This design comes from an exercise in tuning for small area and a short achievable clock period on the open sky130 flow, not from production work. In this exercise RTL edits were held to simulation tests only and were not proved equivalent to the original. Power figures rest on the tool's default switching activity, not on a simulated workload.

==> flow/design.v (excerpt) <==
module PRBS31_Seed_Checker(
    input clock,
    input reset,
    input pulse,
    input [3:0] channel,
    input [15:0] injectErrorCount,
    input [31:0] DataIn,
    output [17:0] shortErrorCount,
    output [127+128:0] dataOut
    );
localparam [31:0] MAGIC = 32'h7009a0b2;
localparam [31:0] SEED  = 32'h1f044a52;
localparam [31:0] QINIT = 32'hffffd000;    
localparam [1:0] IDLE = 2'd0, CHECK = 2'd1, IFS2 = 2'd2, SYNC = 2'd3;
reg [31:0] Dh;           
reg [31:0] DO;           
reg [31:0] DE;           
reg        rd;           
reg        ld;           
reg        sv;           
reg [1:0]  state;
reg [3:0]  cnt;
reg [31:0] Q;            
reg [15:0] NOLD;         
reg        RELINK;
reg [17:0] ECL;          
reg        cy;           
reg        clr_d;        
reg [31:0] R;            
reg [5:0]  popR;         
reg        errR;         
reg        oEF;
reg [3:0]  och;
reg [47:0] oTS;
reg [15:0] omatch;
reg [31:0] oDE, oDO, oBE;
reg [58:0] oEC;
wire [31:0] nxt = {DE[7]^DE[1], DE[31:29]^DE[6:4]^DE[3:1], DE[31:4]^DE[28:1]};
wire [31:0] seeds = rd ? 32'd0 : ld ? SEED : sv ? nxt : DE;
wire [31:0] BE = sv ? (DE ^ DO) : 32'd0;
wire        EF = sv & errR;
wire [47:0] TS = rd ? 48'd0 : oTS + 48'd1;
wire [40:0] ECH = clr_d ? 41'd0 : oEC[58:18] + {40'd0, cy};
wire [58:0] EC = {ECH, ECL};
wire [63:0] Data_reg = {Dh, DO};    
wire        z35_5 = ~|Data_reg[35:5];
wire        eqz   = ~|Data_reg[63:36] & ~|Data_reg[4:1];
wire        T = ~(z35_5 & (Data_reg[4] == eqz));
wire        magic = (Dh == MAGIC);
wire        anyerr = |diff;
wire        relink = (Q == {16'd0, injectErrorCount});
wire [31:0] diff = seeds ^ Dh;
wire [5:0]  pop = diff[0] + diff[1] + diff[2] + diff[3] + diff[4] + diff[5] + diff[6] + diff[7] + diff[8] + diff[9] + diff[10] + diff[11] + diff[12] + diff[13] + diff[14] + diff[15] + diff[16] + diff[17] + diff[18] + diff[19] + diff[20] + diff[21] + diff[22] + diff[23] + diff[24] + diff[25] + diff[26] + diff[27] + diff[28] + diff[29] + diff[30] + diff[31];
  ...
Size: ~330 I/O pins, about 30,000 sq um of cells after synthesis.
clock: 25.0 ns
lec_check: 0
cap_margin: 20
core_margin: 2
core_utilization: 40
place_density: 0.6
setup_slack_margin: 1.0
slew_margin: 20
synth_hierarchical: 1
synth_minimum_keep_size: 0
standard.sh (not shown) runs the stock make flow with config.mk's settings and CLKGATE_MAP_FILE= SYNTH_SCRIPT=/design/flow/synth_recipe.tcl, a recipe that flattens the netlist after the stock synthesis.
==> flow/flow/run.sh <==
#!/bin/bash
# Layout flow: the standard synthesis unchanged, then the standard layout
# with smaller port buffers and clock buffers, synthesis buffers removed,
# free gate sizing, and timing repair aimed at a tighter setup margin (the
# SDC is unchanged).
set -euo pipefail
bash standard.sh synth > synth.log 2>&1
bash standard.sh SETUP_SLACK_MARGIN=18 REMOVE_ABC_BUFFERS=1 MATCH_CELL_FOOTPRINT=0 \
  "BUFFER_PORTS_ARGS=-buffer_cell sky130_fd_sc_hd__buf_1" \
  CTS_BUF_LIST=sky130_fd_sc_hd__clkbuf_8 finish > layout.log 2>&1
The first run went through all stages and came out clean.
Next try:
==> flow/flow/run.sh (replaced) <==
#!/bin/bash
# Layout flow: the standard synthesis unchanged, then the standard layout
# with smaller port buffers and clock buffers, synthesis buffers removed, and
# timing repair aimed at a tighter setup margin (the SDC is unchanged).
set -euo pipefail
bash standard.sh synth > synth.log 2>&1
bash standard.sh SETUP_SLACK_MARGIN=19 REMOVE_ABC_BUFFERS=1 \
  "BUFFER_PORTS_ARGS=-buffer_cell sky130_fd_sc_hd__buf_1" \
  CTS_BUF_LIST=sky130_fd_sc_hd__clkbuf_8 finish > layout.log 2>&1
The new run completed without violations.
Via count grows by a few percent.
Register-to-register slack gets better by 20 ps.
Sequential share of layout area falls by 1.5 points.
Wire length increases by a few percent.
Synthesized cell count does not change.
Combinational power went up by a little under a tenth.
Next try:
==> flow/flow/run.sh (replaced) <==
#!/bin/bash
# Layout flow: the standard synthesis unchanged, then the standard layout
# with smaller port buffers, synthesis buffers removed, and timing repair
# aimed at a tighter setup margin (the SDC is unchanged).
set -euo pipefail
bash standard.sh synth > synth.log 2>&1
bash standard.sh SETUP_SLACK_MARGIN=18 REMOVE_ABC_BUFFERS=1 \
  "BUFFER_PORTS_ARGS=-buffer_cell sky130_fd_sc_hd__buf_1" finish > layout.log 2>&1
- CTS_CLUSTER_DIAMETER: not set -> 60
- CTS_CLUSTER_SIZE: not set -> 20
Effect: Combinational power goes down by 6.2%. Cell area is lower by 11%. First-iteration DRC count is lower by 6.2%. Utilization shrinks by 5.6 points. Fmax goes down by 0.87%. Final cell count shrinks by 4.2%. Die area stays the same. Sequential cell count stays the same. Setup slack gets worse by 61 ps.
Next try:
==> flow/flow/run.sh (replaced) <==
#!/bin/bash
# Layout flow: the standard synthesis unchanged, then the standard layout
# with smaller port buffers and clock buffers, no clock-tree dummy loads,
# synthesis buffers removed, and timing repair aimed at a tighter setup
# margin (the SDC is unchanged).
set -euo pipefail
bash standard.sh synth > synth.log 2>&1
bash standard.sh SETUP_SLACK_MARGIN=18 REMOVE_ABC_BUFFERS=1 \
  "BUFFER_PORTS_ARGS=-buffer_cell sky130_fd_sc_hd__buf_1" \
  "CTS_ARGS=-sink_clustering_enable -repair_clock_nets -dont_use_dummy_load -buf_list sky130_fd_sc_hd__clkbuf_8" \
  finish > layout.log 2>&1
- CORE_UTILIZATION: 40 -> 50
- CTS_CLUSTER_DIAMETER: 60 -> not set
- CTS_CLUSTER_SIZE: 20 -> not set
- PLACE_DENSITY: 0.6 -> 0.7
After rerunning:
- The new run ran to the end with no violations
- worst hold slack loses 110 ps
- routed wire length is lower by 4.2%
- clock-buffer cell count is higher by 29
- flip-flop and latch count is unchanged
- sequential power is higher by about 0.5%

==> what the ideal ports hide <==
How much do the figures lean on ideal ports? The routed layouts below were timed once more, with nothing changed but the port constraints.
Step 1 assumes that a clkbuf_16 drives the clock port and a buf_2 every other input.
Step 2 moves the port delays by t, midway between the first and last clock arrival at a register: inputs arrive t later, outputs are due t later. That takes back most of the time a late clock gives input paths.
a / b / c = no drivers / after step 1 / after step 2; a / b = the first two.
| run | t (ns) | setup WS [ns] | worst setup path after step 2 |
|---|---|---|---|
| the first run | 0.751 | 18.031 / 18.052 / 17.320 | input to register |
| the second run | 0.759 | 18.065 / 18.065 / 17.329 | input to register |
| the third run | 0.646 | 18.005 / 18.008 / 17.362 | input to register |
| the fourth run | 0.726 | 18.010 / 18.052 / 17.325 | input to register |
After both steps setup and hold are still met in every run listed. The setup slack of the second run, which loses most, moves by 0.000 ns with the drivers and by -0.736 ns with both steps.
